Context: an optimization exercise on an open-source flow, tuned for small area, a short achievable clock period and few clock cycles per item. The choices shown serve that exercise and are no tape-out recipe. RTL that was checked went through simulation tests only; none was proved equivalent to the original.

==> inputs of wip/zinc <==
## Qarma64
module Qarma64(
    input clk,
    input reset_n,
    input [63:0] in,
    input [63:0] tweak,
    input [127:0] key,
    output [63:0] out,
    output ready);
  function [3:0] Sbox (input [3:0] x);
  begin
    Sbox = {
      ~((x[3] | ~x[0]) & ~(~(x[1] & x[3]) & x[2])),
      ((x[1] ^ x[0]) | (x[1] ^ x[3])) ^ x[1],
      ~(~(x[1] & ~x[2]) & ~((x[3] ^ x[0]) & ~(x[3] & x[2]))),
      ~((x[3] ^ x[1]) | ~(x[1] | x[2])) | ((x[0] ^ x[3]) & x[2])
    };
  end
  endfunction
  function [63:0] SubCells (input [63:0] buf_state);
    integer i;
  begin
    for (i = 0; i < 16; i = i + 1)
    begin
      SubCells[i*4+:4] = Sbox(buf_state[i*4+:4]);
    end
  end
  endfunction
  function [63:0] ShuffleCells (input [63:0] buf_state);
  begin
    ShuffleCells[63:60] = buf_state[63:60];
    ShuffleCells[59:56] = buf_state[19:16];
    ShuffleCells[55:52] = buf_state[39:36];
    ShuffleCells[51:48] = buf_state[11:8];
    ShuffleCells[47:44] = buf_state[23:20];
    ShuffleCells[43:40] = buf_state[59:56];
    ShuffleCells[39:36] = buf_state[15:12];
    ShuffleCells[35:32] = buf_state[35:32];
    ShuffleCells[31:28] = buf_state[43:40];
    ShuffleCells[27:24] = buf_state[7:4];
    ShuffleCells[23:20] = buf_state[51:48];
    ShuffleCells[19:16] = buf_state[31:28];
    ShuffleCells[15:12] = buf_state[3:0];
    ShuffleCells[11:8] = buf_state[47:44];
    ShuffleCells[7:4] = buf_state[27:24];
    ShuffleCells[3:0] = buf_state[55:52];
  end
  endfunction
  function [63:0] ShuffleCellsBackwards (input [63:0] buf_state);
  begin
    ShuffleCellsBackwards[63:60] = buf_state[63:60];
    ShuffleCellsBackwards[59:56] = buf_state[43:40];
    ShuffleCellsBackwards[55:52] = buf_state[3:0];
    ShuffleCellsBackwards[51:48] = buf_state[23:20];
    ShuffleCellsBackwards[47:44] = buf_state[11:8];
    ShuffleCellsBackwards[43:40] = buf_state[31:28];
  ...
Settings: LEC_CHECK=0, CAP_MARGIN=20, CORE_MARGIN=2, CORE_UTILIZATION=30, SLEW_MARGIN=20; clock period 5.5 ns.
run.sh (not shown) runs the stock make flow with config.mk's settings and CLKGATE_MAP_FILE= SYNTH_SCRIPT=/design/flow/synth_recipe.tcl, a recipe that flattens the netlist after the stock synthesis.
==> wip/delta: changes against wip/zinc <==
--- a/flow/design.v
+++ b/flow/design.v
@@ -154,62 +154,83 @@
   wire [63:0] k0 = key[63:0];
   wire [63:0] tk0 = ShuffleCells(k0);
   wire [63:0] tw0 = ShuffleCells(w0);
   wire [63:0] tw1 = ShuffleCells(w1);
   reg [63:0] R;      
   reg [63:0] T;      
-  reg [4:0] ctr;     
+  reg [16:1] st;     
   reg rdy;
+  reg f_pre_k9;      
+  reg f_pre_w;       
+  reg f_pre_k;       
+  reg f_pre_t;       
+  reg f_post_k;      
+  reg f_post_w;      
+  reg f_post_t;      
+  reg f_tau;         
+  reg f_taui;        
+  reg f_tfwd;        
+  reg f_last;        
   assign out = ShuffleCellsBackwards(T);
   assign ready = rdy;
   wire load = !reset_n;
   wire [63:0] t_fwd = ShuffleCells(TweakForward(ShuffleCellsBackwards(T)));
   wire [63:0] t_bwd = ShuffleCells(TweakBackwards(ShuffleCellsBackwards(T)));
-  wire e_fwd   = (ctr >= 5'd1) && (ctr <= 5'd6);
-  wire e7      = (ctr == 5'd7);
-  wire e9      = (ctr == 5'd9);
-  wire e10     = (ctr == 5'd10);
-  wire e_bwd   = (ctr >= 5'd11) && (ctr <= 5'd16);
-  wire e16     = (ctr == 5'd16);
-  wire p_tau   = (ctr >= 5'd1) && (ctr <= 5'd8);
-  wire p_taui  = (ctr >= 5'd9) && (ctr <= 5'd15);
-  wire [63:0] c_post = ShuffleCells(RC(ctr[3:0]));             
-  wire [63:0] c_pre  = ShuffleCells(RC(5'd17 - ctr) ^ ALPHA);   
+  wire [63:0] c_pre =     
+      ({64{st[11]}} & ShuffleCells(RC(4'd6) ^ ALPHA)) |
+      ({64{st[12]}} & ShuffleCells(RC(4'd5) ^ ALPHA)) |
+      ({64{st[13]}} & ShuffleCells(RC(4'd4) ^ ALPHA)) |
+      ({64{st[14]}} & ShuffleCells(RC(4'd3) ^ ALPHA)) |
+      ({64{st[15]}} & ShuffleCells(RC(4'd2) ^ ALPHA)) |
+      ({64{st[16]}} & ShuffleCells(RC(4'd1) ^ ALPHA));
+  wire [63:0] c_post =    
+      ({64{st[1]}} & ShuffleCells(RC(4'd1))) |
+      ({64{st[2]}} & ShuffleCells(RC(4'd2))) |
+      ({64{st[3]}} & ShuffleCells(RC(4'd3))) |
+      ({64{st[4]}} & ShuffleCells(RC(4'd4))) |
+      ({64{st[5]}} & ShuffleCells(RC(4'd5))) |
+      ({64{st[6]}} & ShuffleCells(RC(4'd6))) |
+      ({64{st[16]}} & ShuffleCells(ALPHA));
   wire [63:0] kpre =
-      e9    ? k0 :
-      e10   ? (tw0 ^ t_fwd) :
-      e_bwd ? (tk0 ^ c_pre ^ t_fwd) :
-      64'h0;
+      ({64{f_pre_k9}} & k0) ^ ({64{f_pre_w}} & tw0) ^ ({64{f_pre_k}} & tk0) ^
+      ({64{f_pre_t}} & t_fwd) ^ c_pre;
   wire [63:0] kpost =
-      e_fwd ? (tk0 ^ c_post ^ T) :
-      e7    ? (tw1 ^ T) :
-      e16   ? (tk0 ^ tw1 ^ ShuffleCells(ALPHA) ^ T) :
-      64'h0;
+      ({64{f_post_k}} & tk0) ^ ({64{f_post_w}} & tw1) ^
+      ({64{f_post_t}} & T) ^ c_post;
   wire [63:0] a = R ^ kpre;
-  wire [63:0] b = p_tau ? ShuffleCells(a) : p_taui ? ShuffleCellsBackwards(a) : a;
+  wire [63:0] b = f_tau ? ShuffleCells(a) : f_taui ? ShuffleCellsBackwards(a) : a;
   wire [63:0] s = SubCells(b);
   wire [63:0] x = s ^ kpost;
   wire [63:0] m = MixColumns(x);
+  wire [16:1] st_n = load ? 16'd1 : {st[15:1], 1'b0};
   always @(posedge clk)
   begin
     if (load)
-    begin
       R <= in ^ w0 ^ k0 ^ tweak;
+    else
+      R <= m;
+    if (load)
       T <= ShuffleCells(TweakForward(tweak));
-      ctr <= 5'd1;
+    else if (f_last)
+      T <= x;
+    else if (f_tfwd)
+      T <= t_fwd;
+    else if (!rdy)
+      T <= t_bwd;
+    if (load)
       rdy <= 1'b0;
-    end
-    else if (!rdy)
-    begin
-      R <= m;
-      if (e16)
-        T <= x;
-      else if (e_fwd || ctr == 5'd8)
-        T <= t_fwd;
-      else
-        T <= t_bwd;
-      ctr <= ctr + 5'd1;
-      if (e16)
-        rdy <= 1'b1;
-    end
+    else if (f_last)
+      rdy <= 1'b1;
+    st       <= st_n;
+    f_pre_k9 <= st_n[9];
+    f_pre_w  <= st_n[10];
+    f_pre_k  <= |st_n[16:11];
+    f_pre_t  <= |st_n[16:10];
+    f_post_k <= (|st_n[6:1]) | st_n[16];
+    f_post_w <= st_n[7] | st_n[16];
+    f_post_t <= (|st_n[7:1]) | st_n[16];
+    f_tau    <= |st_n[8:1];
+    f_taui   <= |st_n[15:9];
+    f_tfwd   <= (|st_n[6:1]) | st_n[8];
+    f_last   <= st_n[16];
   end
 endmodule
ABC_CLOCK_PERIOD_IN_PS = 1800   (was unset)
SETUP_SLACK_MARGIN = 3.4   (was unset)
==> summary.txt <==
|  | wip/delta | wip/zinc |
|---|---|---|
| Synthesized-area fraction occupied by xor and xnor cells | 42.5% | 32.7% |
| Flop2flop setup slack | 1.82 ns | 0.14 ns |
| Crit path to | R[38] | R[53] |
| Startpoint of the lowest-slack hold path | st[7] | ctr[1] |
| Placement-stage worst setup slack | 0.440 ns | -0.108 ns |
| Run status | no timing/DRC/antenna violations | no timing/DRC/antenna violations |
| Floorplan row count | 93 | 100 |
| Number of cells on the worst reg-to-reg path | 14 | 15 |
| Global routing met2 resource utilization | 51.6% | 51.7% |
| Number of fill cells | 5653 | 7655 |
| Portion of synthesized cell area occupied by the leading cell type | 19.6% | 18.7% |
| Post-Syn Instances | 2453 | 2872 |
| Crit Reg-Reg Startpoint | st[11] | ctr[1] |
| Adder-cell share of the synthesized area | 1.88% | 2.04% |
| Global-route wire length before repair | 164 mm | 191 mm |
| Register bit total from synthesis | 153 | 134 |
| Layout Nets | 3479 | 3524 |
| Post-DP HPWL | 85.2 mm | 114 mm |
No run of this note included a check of the RTL's function; only the layout flow was run.


==> job 2958: inputs <==
Qarma64, a different RTL version from the one above (not shown whole).
Settings: LEC_CHECK=0, ABC_AREA=1, ABC_CLOCK_PERIOD_IN_PS=2800, CAP_MARGIN=20, CORE_MARGIN=2, CORE_UTILIZATION=45, SETUP_SLACK_MARGIN=2.6, SLEW_MARGIN=20; clock period 5.5 ns.
==> inputs of job 5906, as changes to job 2958 <==
--- a/flow/design.v
+++ b/flow/design.v
@@ -155,82 +155,156 @@
   wire [63:0] tk0 = ShuffleCells(k0);
   wire [63:0] tw0 = ShuffleCells(w0);
   wire [63:0] tw1 = ShuffleCells(w1);
   reg [63:0] R;      
   reg [63:0] T;      
   reg [16:1] st;     
   reg rdy;
-  reg f_pre_k9;      
-  reg f_pre_w;       
-  reg f_pre_k;       
+  reg f_g_k9;        
+  reg f_g_w;         
+  reg f_g_k;         
+  reg f_g;           
   reg f_post_k;      
   reg f_post_w;      
   reg f_post_t;      
   reg f_tau;         
   reg f_taui;        
   reg f_tfwd;        
   reg f_last;        
-  reg f_g;           
   assign out = ShuffleCellsBackwards(T);
   assign ready = rdy;
   wire load = !reset_n;
   wire [63:0] t_fwd = ShuffleCells(TweakForward(ShuffleCellsBackwards(T)));
   wire [63:0] t_bwd = ShuffleCells(TweakBackwards(ShuffleCellsBackwards(T)));
-  wire [63:0] c_g =       
-      ({64{st[10]}} & ShuffleCells(RC(4'd6) ^ ALPHA)) |
-      ({64{st[11]}} & ShuffleCells(RC(4'd5) ^ ALPHA)) |
-      ({64{st[12]}} & ShuffleCells(RC(4'd4) ^ ALPHA)) |
-      ({64{st[13]}} & ShuffleCells(RC(4'd3) ^ ALPHA)) |
-      ({64{st[14]}} & ShuffleCells(RC(4'd2) ^ ALPHA)) |
-      ({64{st[15]}} & ShuffleCells(RC(4'd1) ^ ALPHA));
-  wire [63:0] c_post =    
-      ({64{st[1]}} & ShuffleCells(RC(4'd1))) |
-      ({64{st[2]}} & ShuffleCells(RC(4'd2))) |
-      ({64{st[3]}} & ShuffleCells(RC(4'd3))) |
-      ({64{st[4]}} & ShuffleCells(RC(4'd4))) |
-      ({64{st[5]}} & ShuffleCells(RC(4'd5))) |
-      ({64{st[6]}} & ShuffleCells(RC(4'd6))) |
-      ({64{st[16]}} & ShuffleCells(ALPHA));
-  wire [63:0] kpre =
-      ({64{f_pre_k9}} & k0) | ({64{f_pre_w}} & tw0) | ({64{f_pre_k}} & tk0);
+  function [63:0] TF (input [63:0] v);    
+  begin
+    TF = ShuffleCells(TweakForward(ShuffleCellsBackwards(v)));
+  end
+  endfunction
+  function [63:0] TB (input [63:0] v);    
+  begin
+    TB = ShuffleCells(TweakBackwards(ShuffleCellsBackwards(v)));
+  end
+  endfunction
+  function [63:0] D (input [4:0] e);
+  begin
+    case (e)
+      5'd1, 5'd2, 5'd3, 5'd4, 5'd5, 5'd6: D = ShuffleCells(RC(e[3:0]));
+      5'd10, 5'd11, 5'd12, 5'd13, 5'd14, 5'd15:
+        D = ShuffleCells(RC(5'd16 - e) ^ ALPHA);
+      5'd16: D = ShuffleCells(ALPHA);
+      default: D = 64'h0;
+    endcase
+  end
+  endfunction
+  wire [63:0] dstep =
+      ({64{st[1]}}  & (TF(D(5'd1)) ^ D(5'd2))) |
+      ({64{st[2]}}  & (TF(D(5'd2)) ^ D(5'd3))) |
+      ({64{st[3]}}  & (TF(D(5'd3)) ^ D(5'd4))) |
+      ({64{st[4]}}  & (TF(D(5'd4)) ^ D(5'd5))) |
+      ({64{st[5]}}  & (TF(D(5'd5)) ^ D(5'd6))) |
+      ({64{st[6]}}  & (TF(D(5'd6)) ^ D(5'd7))) |
+      ({64{st[9]}}  & (TB(D(5'd9)) ^ D(5'd10))) |
+      ({64{st[10]}} & (TB(D(5'd10)) ^ D(5'd11))) |
+      ({64{st[11]}} & (TB(D(5'd11)) ^ D(5'd12))) |
+      ({64{st[12]}} & (TB(D(5'd12)) ^ D(5'd13))) |
+      ({64{st[13]}} & (TB(D(5'd13)) ^ D(5'd14))) |
+      ({64{st[14]}} & (TB(D(5'd14)) ^ D(5'd15))) |
+      ({64{st[15]}} & (TB(D(5'd15)) ^ D(5'd16)));
   wire [63:0] kpost =
       ({64{f_post_k}} & tk0) ^ ({64{f_post_w}} & tw1) ^
-      ({64{f_post_t}} & T) ^ c_post;
-  wire [63:0] g = ({64{f_g}} & T) ^ c_g;
-  wire [63:0] a = R ^ kpre;
-  wire [63:0] b = f_tau ? ShuffleCells(a) : f_taui ? ShuffleCellsBackwards(a) : a;
-  wire [63:0] s = SubCells(b);
+      ({64{f_post_t}} & T);
+  wire [63:0] g =
+      (({64{f_g_k9}} & k0) | ({64{f_g_w}} & tw0) | ({64{f_g_k}} & tk0)) ^
+      ({64{f_g}} & T);
+  wire [63:0] s;
+  wire [63:0] mc;
+  QarmaSubCells u_sub (.i(R), .o(s));
   wire [63:0] x = s ^ kpost;
-  wire [63:0] m = MixColumns(x) ^ g;
+  QarmaMixColumns u_mix (.i(x), .o(mc));
+  wire [63:0] m = mc ^ g;
+  wire [63:0] r_next =
+      f_tau  ? ShuffleCells(m) :
+      f_taui ? ShuffleCellsBackwards(m) :
+      m;
   wire [16:1] st_n = load ? 16'd1 : {st[15:1], 1'b0};
   always @(posedge clk)
   begin
     if (load)
-      R <= ShuffleCells(in ^ tweak ^ w0);
+      R <= ShuffleCells(in ^ tweak ^ w0 ^ k0);
     else
-      R <= m;
+      R <= r_next;
     if (load)
-      T <= ShuffleCells(TweakForward(tweak));
+      T <= ShuffleCells(TweakForward(tweak)) ^ D(5'd1);
     else if (f_last)
       T <= x;
     else if (f_tfwd)
-      T <= t_fwd;
+      T <= t_fwd ^ dstep;
     else if (!rdy)
-      T <= t_bwd;
+      T <= t_bwd ^ dstep;
     if (load)
       rdy <= 1'b0;
     else if (f_last)
       rdy <= 1'b1;
     st       <= st_n;
-    f_pre_k9 <= st_n[9];
-    f_pre_w  <= st_n[10];
-    f_pre_k  <= st_n[1] | (|st_n[16:11]);
+    f_g_k9   <= st_n[8];
+    f_g_w    <= st_n[9];
+    f_g_k    <= |st_n[15:10];
+    f_g      <= |st_n[15:9];
     f_post_k <= (|st_n[6:1]) | st_n[16];
     f_post_w <= st_n[7] | st_n[16];
     f_post_t <= (|st_n[7:1]) | st_n[16];
-    f_tau    <= |st_n[8:2];
-    f_taui   <= |st_n[15:9];
+    f_tau    <= |st_n[7:1];
+    f_taui   <= |st_n[14:8];
     f_tfwd   <= (|st_n[6:1]) | st_n[8];
     f_last   <= st_n[16];
-    f_g      <= |st_n[15:9];
   end
 endmodule
+module QarmaSubCells(
+    input [63:0] i,
+    output [63:0] o);
+  function [3:0] Sbox (input [3:0] x);
+  begin
+    Sbox = {
+      ~((x[3] | ~x[0]) & ~(~(x[1] & x[3]) & x[2])),
+      ((x[1] ^ x[0]) | (x[1] ^ x[3])) ^ x[1],
+      ~(~(x[1] & ~x[2]) & ~((x[3] ^ x[0]) & ~(x[3] & x[2]))),
+      ~((x[3] ^ x[1]) | ~(x[1] | x[2])) | ((x[0] ^ x[3]) & x[2])
+    };
+  end
+  endfunction
+  function [63:0] SubCells (input [63:0] buf_state);
+    integer i;
+  begin
+    for (i = 0; i < 16; i = i + 1)
+    begin
+      SubCells[i*4+:4] = Sbox(buf_state[i*4+:4]);
+    end
+  end
+  endfunction
+  assign o = SubCells(i);
+endmodule
+module QarmaMixColumns(
+    input [63:0] i,
+    output [63:0] o);
+  function [63:0] MixColumns (input [63:0] buf_state);
+  begin
+    MixColumns[3:0] = { buf_state[18:16], buf_state[19:19] } ^ { buf_state[33:32], buf_state[35:34] } ^ { buf_state[50:48], buf_state[51:51] };
+    MixColumns[19:16] = { buf_state[2:0], buf_state[3:3] } ^ { buf_state[34:32], buf_state[35:35] } ^ { buf_state[49:48], buf_state[51:50] };
+    MixColumns[35:32] = { buf_state[1:0], buf_state[3:2] } ^ { buf_state[18:16], buf_state[19:19] } ^ { buf_state[50:48], buf_state[51:51] };
+    MixColumns[51:48] = { buf_state[2:0], buf_state[3:3] } ^ { buf_state[17:16], buf_state[19:18] } ^ { buf_state[34:32], buf_state[35:35] };
+    MixColumns[7:4] = { buf_state[22:20], buf_state[23:23] } ^ { buf_state[37:36], buf_state[39:38] } ^ { buf_state[54:52], buf_state[55:55] };
+    MixColumns[23:20] = { buf_state[6:4], buf_state[7:7] } ^ { buf_state[38:36], buf_state[39:39] } ^ { buf_state[53:52], buf_state[55:54] };
+    MixColumns[39:36] = { buf_state[5:4], buf_state[7:6] } ^ { buf_state[22:20], buf_state[23:23] } ^ { buf_state[54:52], buf_state[55:55] };
+    MixColumns[55:52] = { buf_state[6:4], buf_state[7:7] } ^ { buf_state[21:20], buf_state[23:22] } ^ { buf_state[38:36], buf_state[39:39] };
+    MixColumns[11:8] = { buf_state[26:24], buf_state[27:27] } ^ { buf_state[41:40], buf_state[43:42] } ^ { buf_state[58:56], buf_state[59:59] };
+    MixColumns[27:24] = { buf_state[10:8], buf_state[11:11] } ^ { buf_state[42:40], buf_state[43:43] } ^ { buf_state[57:56], buf_state[59:58] };
+    MixColumns[43:40] = { buf_state[9:8], buf_state[11:10] } ^ { buf_state[26:24], buf_state[27:27] } ^ { buf_state[58:56], buf_state[59:59] };
+    MixColumns[59:56] = { buf_state[10:8], buf_state[11:11] } ^ { buf_state[25:24], buf_state[27:26] } ^ { buf_state[42:40], buf_state[43:43] };
+    MixColumns[15:12] = { buf_state[30:28], buf_state[31:31] } ^ { buf_state[45:44], buf_state[47:46] } ^ { buf_state[62:60], buf_state[63:63] };
+    MixColumns[31:28] = { buf_state[14:12], buf_state[15:15] } ^ { buf_state[46:44], buf_state[47:47] } ^ { buf_state[61:60], buf_state[63:62] };
+    MixColumns[47:44] = { buf_state[13:12], buf_state[15:14] } ^ { buf_state[30:28], buf_state[31:31] } ^ { buf_state[62:60], buf_state[63:63] };
+    MixColumns[63:60] = { buf_state[14:12], buf_state[15:15] } ^ { buf_state[29:28], buf_state[31:30] } ^ { buf_state[46:44], buf_state[47:47] };
+  end
+  endfunction
+  assign o = MixColumns(i);
+endmodule
ABC_AREA = unset   (was 1)
ABC_CLOCK_PERIOD_IN_PS = 2500   (was 2800)
SETUP_SLACK_MARGIN = 2.9   (was 2.6)
SYNTH_HIERARCHICAL = 1   (was unset)
==> inputs of job 9992, as changes to job 2958 <==
--- a/flow/design.v
+++ b/flow/design.v
@@ -155,82 +155,104 @@
   wire [63:0] tk0 = ShuffleCells(k0);
   wire [63:0] tw0 = ShuffleCells(w0);
   wire [63:0] tw1 = ShuffleCells(w1);
   reg [63:0] R;      
   reg [63:0] T;      
   reg [16:1] st;     
   reg rdy;
-  reg f_pre_k9;      
-  reg f_pre_w;       
-  reg f_pre_k;       
+  reg f_g_k9;        
+  reg f_g_w;         
+  reg f_g_k;         
+  reg f_g;           
   reg f_post_k;      
   reg f_post_w;      
   reg f_post_t;      
   reg f_tau;         
   reg f_taui;        
   reg f_tfwd;        
   reg f_last;        
-  reg f_g;           
   assign out = ShuffleCellsBackwards(T);
   assign ready = rdy;
   wire load = !reset_n;
   wire [63:0] t_fwd = ShuffleCells(TweakForward(ShuffleCellsBackwards(T)));
   wire [63:0] t_bwd = ShuffleCells(TweakBackwards(ShuffleCellsBackwards(T)));
-  wire [63:0] c_g =       
-      ({64{st[10]}} & ShuffleCells(RC(4'd6) ^ ALPHA)) |
-      ({64{st[11]}} & ShuffleCells(RC(4'd5) ^ ALPHA)) |
-      ({64{st[12]}} & ShuffleCells(RC(4'd4) ^ ALPHA)) |
-      ({64{st[13]}} & ShuffleCells(RC(4'd3) ^ ALPHA)) |
-      ({64{st[14]}} & ShuffleCells(RC(4'd2) ^ ALPHA)) |
-      ({64{st[15]}} & ShuffleCells(RC(4'd1) ^ ALPHA));
-  wire [63:0] c_post =    
-      ({64{st[1]}} & ShuffleCells(RC(4'd1))) |
-      ({64{st[2]}} & ShuffleCells(RC(4'd2))) |
-      ({64{st[3]}} & ShuffleCells(RC(4'd3))) |
-      ({64{st[4]}} & ShuffleCells(RC(4'd4))) |
-      ({64{st[5]}} & ShuffleCells(RC(4'd5))) |
-      ({64{st[6]}} & ShuffleCells(RC(4'd6))) |
-      ({64{st[16]}} & ShuffleCells(ALPHA));
-  wire [63:0] kpre =
-      ({64{f_pre_k9}} & k0) | ({64{f_pre_w}} & tw0) | ({64{f_pre_k}} & tk0);
+  function [63:0] TF (input [63:0] v);    
+  begin
+    TF = ShuffleCells(TweakForward(ShuffleCellsBackwards(v)));
+  end
+  endfunction
+  function [63:0] TB (input [63:0] v);    
+  begin
+    TB = ShuffleCells(TweakBackwards(ShuffleCellsBackwards(v)));
+  end
+  endfunction
+  function [63:0] D (input [4:0] e);
+  begin
+    case (e)
+      5'd1, 5'd2, 5'd3, 5'd4, 5'd5, 5'd6: D = ShuffleCells(RC(e[3:0]));
+      5'd10, 5'd11, 5'd12, 5'd13, 5'd14, 5'd15:
+        D = ShuffleCells(RC(5'd16 - e) ^ ALPHA);
+      5'd16: D = ShuffleCells(ALPHA);
+      default: D = 64'h0;
+    endcase
+  end
+  endfunction
+  wire [63:0] dstep =
+      ({64{st[1]}}  & (TF(D(5'd1)) ^ D(5'd2))) |
+      ({64{st[2]}}  & (TF(D(5'd2)) ^ D(5'd3))) |
+      ({64{st[3]}}  & (TF(D(5'd3)) ^ D(5'd4))) |
+      ({64{st[4]}}  & (TF(D(5'd4)) ^ D(5'd5))) |
+      ({64{st[5]}}  & (TF(D(5'd5)) ^ D(5'd6))) |
+      ({64{st[6]}}  & (TF(D(5'd6)) ^ D(5'd7))) |
+      ({64{st[9]}}  & (TB(D(5'd9)) ^ D(5'd10))) |
+      ({64{st[10]}} & (TB(D(5'd10)) ^ D(5'd11))) |
+      ({64{st[11]}} & (TB(D(5'd11)) ^ D(5'd12))) |
+      ({64{st[12]}} & (TB(D(5'd12)) ^ D(5'd13))) |
+      ({64{st[13]}} & (TB(D(5'd13)) ^ D(5'd14))) |
+      ({64{st[14]}} & (TB(D(5'd14)) ^ D(5'd15))) |
+      ({64{st[15]}} & (TB(D(5'd15)) ^ D(5'd16) ^ tw1));
   wire [63:0] kpost =
-      ({64{f_post_k}} & tk0) ^ ({64{f_post_w}} & tw1) ^
-      ({64{f_post_t}} & T) ^ c_post;
-  wire [63:0] g = ({64{f_g}} & T) ^ c_g;
-  wire [63:0] a = R ^ kpre;
-  wire [63:0] b = f_tau ? ShuffleCells(a) : f_taui ? ShuffleCellsBackwards(a) : a;
-  wire [63:0] s = SubCells(b);
+      (({64{f_post_k}} & tk0) | ({64{f_post_w}} & tw1)) ^
+      ({64{f_post_t}} & T);
+  wire [63:0] g =
+      (({64{f_g_k9}} & k0) | ({64{f_g_w}} & tw0) | ({64{f_g_k}} & tk0)) ^
+      ({64{f_g}} & T);
+  wire [63:0] s = SubCells(R);
   wire [63:0] x = s ^ kpost;
   wire [63:0] m = MixColumns(x) ^ g;
+  wire [63:0] r_next =
+      f_tau  ? ShuffleCells(m) :
+      f_taui ? ShuffleCellsBackwards(m) :
+      m;
   wire [16:1] st_n = load ? 16'd1 : {st[15:1], 1'b0};
   always @(posedge clk)
   begin
     if (load)
-      R <= ShuffleCells(in ^ tweak ^ w0);
+      R <= ShuffleCells(in ^ tweak ^ w0 ^ k0);
     else
-      R <= m;
+      R <= r_next;
     if (load)
-      T <= ShuffleCells(TweakForward(tweak));
+      T <= ShuffleCells(TweakForward(tweak)) ^ D(5'd1);
     else if (f_last)
       T <= x;
     else if (f_tfwd)
-      T <= t_fwd;
+      T <= t_fwd ^ dstep;
     else if (!rdy)
-      T <= t_bwd;
+      T <= t_bwd ^ dstep;
     if (load)
       rdy <= 1'b0;
     else if (f_last)
       rdy <= 1'b1;
     st       <= st_n;
-    f_pre_k9 <= st_n[9];
-    f_pre_w  <= st_n[10];
-    f_pre_k  <= st_n[1] | (|st_n[16:11]);
+    f_g_k9   <= st_n[8];
+    f_g_w    <= st_n[9];
+    f_g_k    <= |st_n[15:10];
+    f_g      <= |st_n[15:9];
     f_post_k <= (|st_n[6:1]) | st_n[16];
-    f_post_w <= st_n[7] | st_n[16];
+    f_post_w <= st_n[7];
     f_post_t <= (|st_n[7:1]) | st_n[16];
-    f_tau    <= |st_n[8:2];
-    f_taui   <= |st_n[15:9];
+    f_tau    <= |st_n[7:1];
+    f_taui   <= |st_n[14:8];
     f_tfwd   <= (|st_n[6:1]) | st_n[8];
     f_last   <= st_n[16];
-    f_g      <= |st_n[15:9];
   end
 endmodule
==> flow/flow/run.sh (new file) <==
#!/bin/bash
set -euo pipefail
export BUFFER_PORTS_ARGS="-buffer_cell sky130_fd_sc_hd__buf_1"
bash standard.sh > make_finish.log 2>&1
==> flow/standard.sh (new file) <==
#!/bin/bash
# synth_recipe.tcl (not shown) runs the flow's synth.tcl, then flattens the netlist and writes it again
# the make line also repeats each setting of config.mk as NAME=value (left out here)
make -C /OpenROAD-flow-scripts/flow DESIGN_CONFIG=/design/flow/config.mk WORK_HOME=/design/flow/orfs CLKGATE_MAP_FILE= SYNTH_SCRIPT=/design/flow/synth_recipe.tcl "${@:-finish}"
ABC_AREA = unset   (was 1)
ABC_CLOCK_PERIOD_IN_PS = 2500   (was 2800)
CORE_UTILIZATION = 60   (was 45)
SETUP_SLACK_MARGIN = 2.9   (was 2.6)
removed: flow/run.sh
==> inputs of job 2083, as changes to job 2958 <==
--- a/flow/design.v
+++ b/flow/design.v
@@ -158,58 +158,58 @@
   reg [63:0] R;      
   reg [63:0] T;      
   reg [16:1] st;     
   reg rdy;
   reg f_pre_k9;      
   reg f_pre_w;       
   reg f_pre_k;       
+  reg f_pre_t;       
   reg f_post_k;      
   reg f_post_w;      
   reg f_post_t;      
   reg f_tau;         
   reg f_taui;        
   reg f_tfwd;        
   reg f_last;        
-  reg f_g;           
   assign out = ShuffleCellsBackwards(T);
   assign ready = rdy;
   wire load = !reset_n;
   wire [63:0] t_fwd = ShuffleCells(TweakForward(ShuffleCellsBackwards(T)));
   wire [63:0] t_bwd = ShuffleCells(TweakBackwards(ShuffleCellsBackwards(T)));
-  wire [63:0] c_g =       
-      ({64{st[10]}} & ShuffleCells(RC(4'd6) ^ ALPHA)) |
-      ({64{st[11]}} & ShuffleCells(RC(4'd5) ^ ALPHA)) |
-      ({64{st[12]}} & ShuffleCells(RC(4'd4) ^ ALPHA)) |
-      ({64{st[13]}} & ShuffleCells(RC(4'd3) ^ ALPHA)) |
-      ({64{st[14]}} & ShuffleCells(RC(4'd2) ^ ALPHA)) |
-      ({64{st[15]}} & ShuffleCells(RC(4'd1) ^ ALPHA));
+  wire [63:0] c_pre =     
+      ({64{st[11]}} & ShuffleCells(RC(4'd6) ^ ALPHA)) |
+      ({64{st[12]}} & ShuffleCells(RC(4'd5) ^ ALPHA)) |
+      ({64{st[13]}} & ShuffleCells(RC(4'd4) ^ ALPHA)) |
+      ({64{st[14]}} & ShuffleCells(RC(4'd3) ^ ALPHA)) |
+      ({64{st[15]}} & ShuffleCells(RC(4'd2) ^ ALPHA)) |
+      ({64{st[16]}} & ShuffleCells(RC(4'd1) ^ ALPHA));
   wire [63:0] c_post =    
       ({64{st[1]}} & ShuffleCells(RC(4'd1))) |
       ({64{st[2]}} & ShuffleCells(RC(4'd2))) |
       ({64{st[3]}} & ShuffleCells(RC(4'd3))) |
       ({64{st[4]}} & ShuffleCells(RC(4'd4))) |
       ({64{st[5]}} & ShuffleCells(RC(4'd5))) |
       ({64{st[6]}} & ShuffleCells(RC(4'd6))) |
       ({64{st[16]}} & ShuffleCells(ALPHA));
   wire [63:0] kpre =
-      ({64{f_pre_k9}} & k0) | ({64{f_pre_w}} & tw0) | ({64{f_pre_k}} & tk0);
+      ({64{f_pre_k9}} & k0) ^ ({64{f_pre_w}} & tw0) ^ ({64{f_pre_k}} & tk0) ^
+      ({64{f_pre_t}} & t_fwd) ^ c_pre;
   wire [63:0] kpost =
       ({64{f_post_k}} & tk0) ^ ({64{f_post_w}} & tw1) ^
       ({64{f_post_t}} & T) ^ c_post;
-  wire [63:0] g = ({64{f_g}} & T) ^ c_g;
   wire [63:0] a = R ^ kpre;
   wire [63:0] b = f_tau ? ShuffleCells(a) : f_taui ? ShuffleCellsBackwards(a) : a;
   wire [63:0] s = SubCells(b);
   wire [63:0] x = s ^ kpost;
-  wire [63:0] m = MixColumns(x) ^ g;
+  wire [63:0] m = MixColumns(x);
   wire [16:1] st_n = load ? 16'd1 : {st[15:1], 1'b0};
   always @(posedge clk)
   begin
     if (load)
-      R <= ShuffleCells(in ^ tweak ^ w0);
+      R <= in ^ w0 ^ k0 ^ tweak;
     else
       R <= m;
     if (load)
       T <= ShuffleCells(TweakForward(tweak));
     else if (f_last)
       T <= x;
     else if (f_tfwd)
@@ -219,18 +219,18 @@
     if (load)
       rdy <= 1'b0;
     else if (f_last)
       rdy <= 1'b1;
     st       <= st_n;
     f_pre_k9 <= st_n[9];
     f_pre_w  <= st_n[10];
-    f_pre_k  <= st_n[1] | (|st_n[16:11]);
+    f_pre_k  <= |st_n[16:11];
+    f_pre_t  <= |st_n[16:10];
     f_post_k <= (|st_n[6:1]) | st_n[16];
     f_post_w <= st_n[7] | st_n[16];
     f_post_t <= (|st_n[7:1]) | st_n[16];
-    f_tau    <= |st_n[8:2];
+    f_tau    <= |st_n[8:1];
     f_taui   <= |st_n[15:9];
     f_tfwd   <= (|st_n[6:1]) | st_n[8];
     f_last   <= st_n[16];
-    f_g      <= |st_n[15:9];
   end
 endmodule
ABC_AREA = unset   (was 1)
ABC_CLOCK_PERIOD_IN_PS = 2500   (was 2800)
CORE_UTILIZATION = 30   (was 45)
SETUP_SLACK_MARGIN = 2.8   (was 2.6)
==> qor summary <==
quantity	job 9992	job 2083	job 5906	job 2958
FP Rows	61	93	72	77
GR met2 Demand/Resource	80.6%	50.8%	65.5%	72.9%
Clock tree buffer count of the final layout	24	17	17	18
Capturing instance or port of the critical path	T[17]	T[12]	R[19]	R[28]
Area after DPL	18,300 sq um	25,000 sq um	22,100 sq um	23,600 sq um
Startpoint of the tightest hold check path	st[6]	st[7]	st[6]	st[8]
Final worst-path setup slack	2.72 ns	1.85 ns	2.41 ns	2.50 ns
Arithmetic-cell share of the synthesized area counting full adders, half adders and majority gates	2.36%	1.88%	2.25%	1.51%
Most common cell in the synthesized netlist	sky130_fd_sc_hd__xnor2_1	sky130_fd_sc_hd__nand2_1	sky130_fd_sc_hd__nand2_1	sky130_fd_sc_hd__nand2_1
Utilization of the core after routing	74.6%	49.9%	74.8%	64.6%
Multiplexer share of the synthesized area	6.73%	2.50%	7.76%	0%
Placed Cells	2,623	3,564	2,780	4,187
Final wirelength	92,800 microns	121,000 microns	101,000 microns	127,000 microns
DP HPWL	67,000 microns	85,200 microns	64,500 microns	93,900 microns
Routed length on met1	29,900 microns	41,900 microns	35,400 microns	43,300 microns
Run status	no timing/DRC/antenna violations	no timing/DRC/antenna violations	no timing/DRC/antenna violations	no timing/DRC/antenna violations
Horizontal die dimension	172 microns	259 microns	203 microns	214 microns
WL per Instance	34.2 microns	30.4 microns	32.3 microns	29.2 microns
Testbench counts of job 9992, summed over its fixed seeds: cycles 20,400, items 1,200.
Function not checked in job 2958, job 5906 and job 2083: the RTL went through the layout flow alone.

## what the ideal ports hide
Ports are ideal in the flow. The routed layouts listed here were re-timed in OpenROAD.
Step 1 (the two cells are an assumption about what drives the block):
set clk [get_ports {clk}]
set_driving_cell -lib_cell sky130_fd_sc_hd__clkbuf_16 $clk
set_driving_cell -lib_cell sky130_fd_sc_hd__buf_2 [delete_from_list [all_inputs] $clk]
Step 2 also shifts input and output timing later by t, the mid clock arrival at the registers, as if the neighbouring blocks saw the same clock.
Slacks: ideal ports / drivers / drivers and shift; pairs: ideal ports / drivers.
| run | t, ns | slack for setup (ns) | hold WS [ns] |
|---|---|---|---|
| wip/zinc | 0.585 | 0.138 / 0.138 / -0.194 | 0.613 / 0.613 / 0.613 |
| wip/delta | 0.568 | 1.817 / 1.817 / 1.250 | 0.451 / 0.451 / 0.451 |
| job 2958 | 0.581 | 2.502 / 2.454 / 2.000 | 0.502 / 0.502 / 0.502 |
| job 5906 | 0.524 | 2.415 / 2.446 / 1.922 | 0.492 / 0.492 / 0.492 |
| job 9992 | 0.526 | 2.717 / 2.717 / 2.282 | 0.569 / 0.569 / 0.569 |
| job 2083 | 0.572 | 1.853 / 1.869 / 1.311 | 0.451 / 0.451 / 0.451 |
Met with ideal ports but missed after step 2: setup timing in wip/zinc. For wip/delta, which loses most, drivers alone change the setup slack by 0.000 ns; drivers and shift together by -0.567 ns.
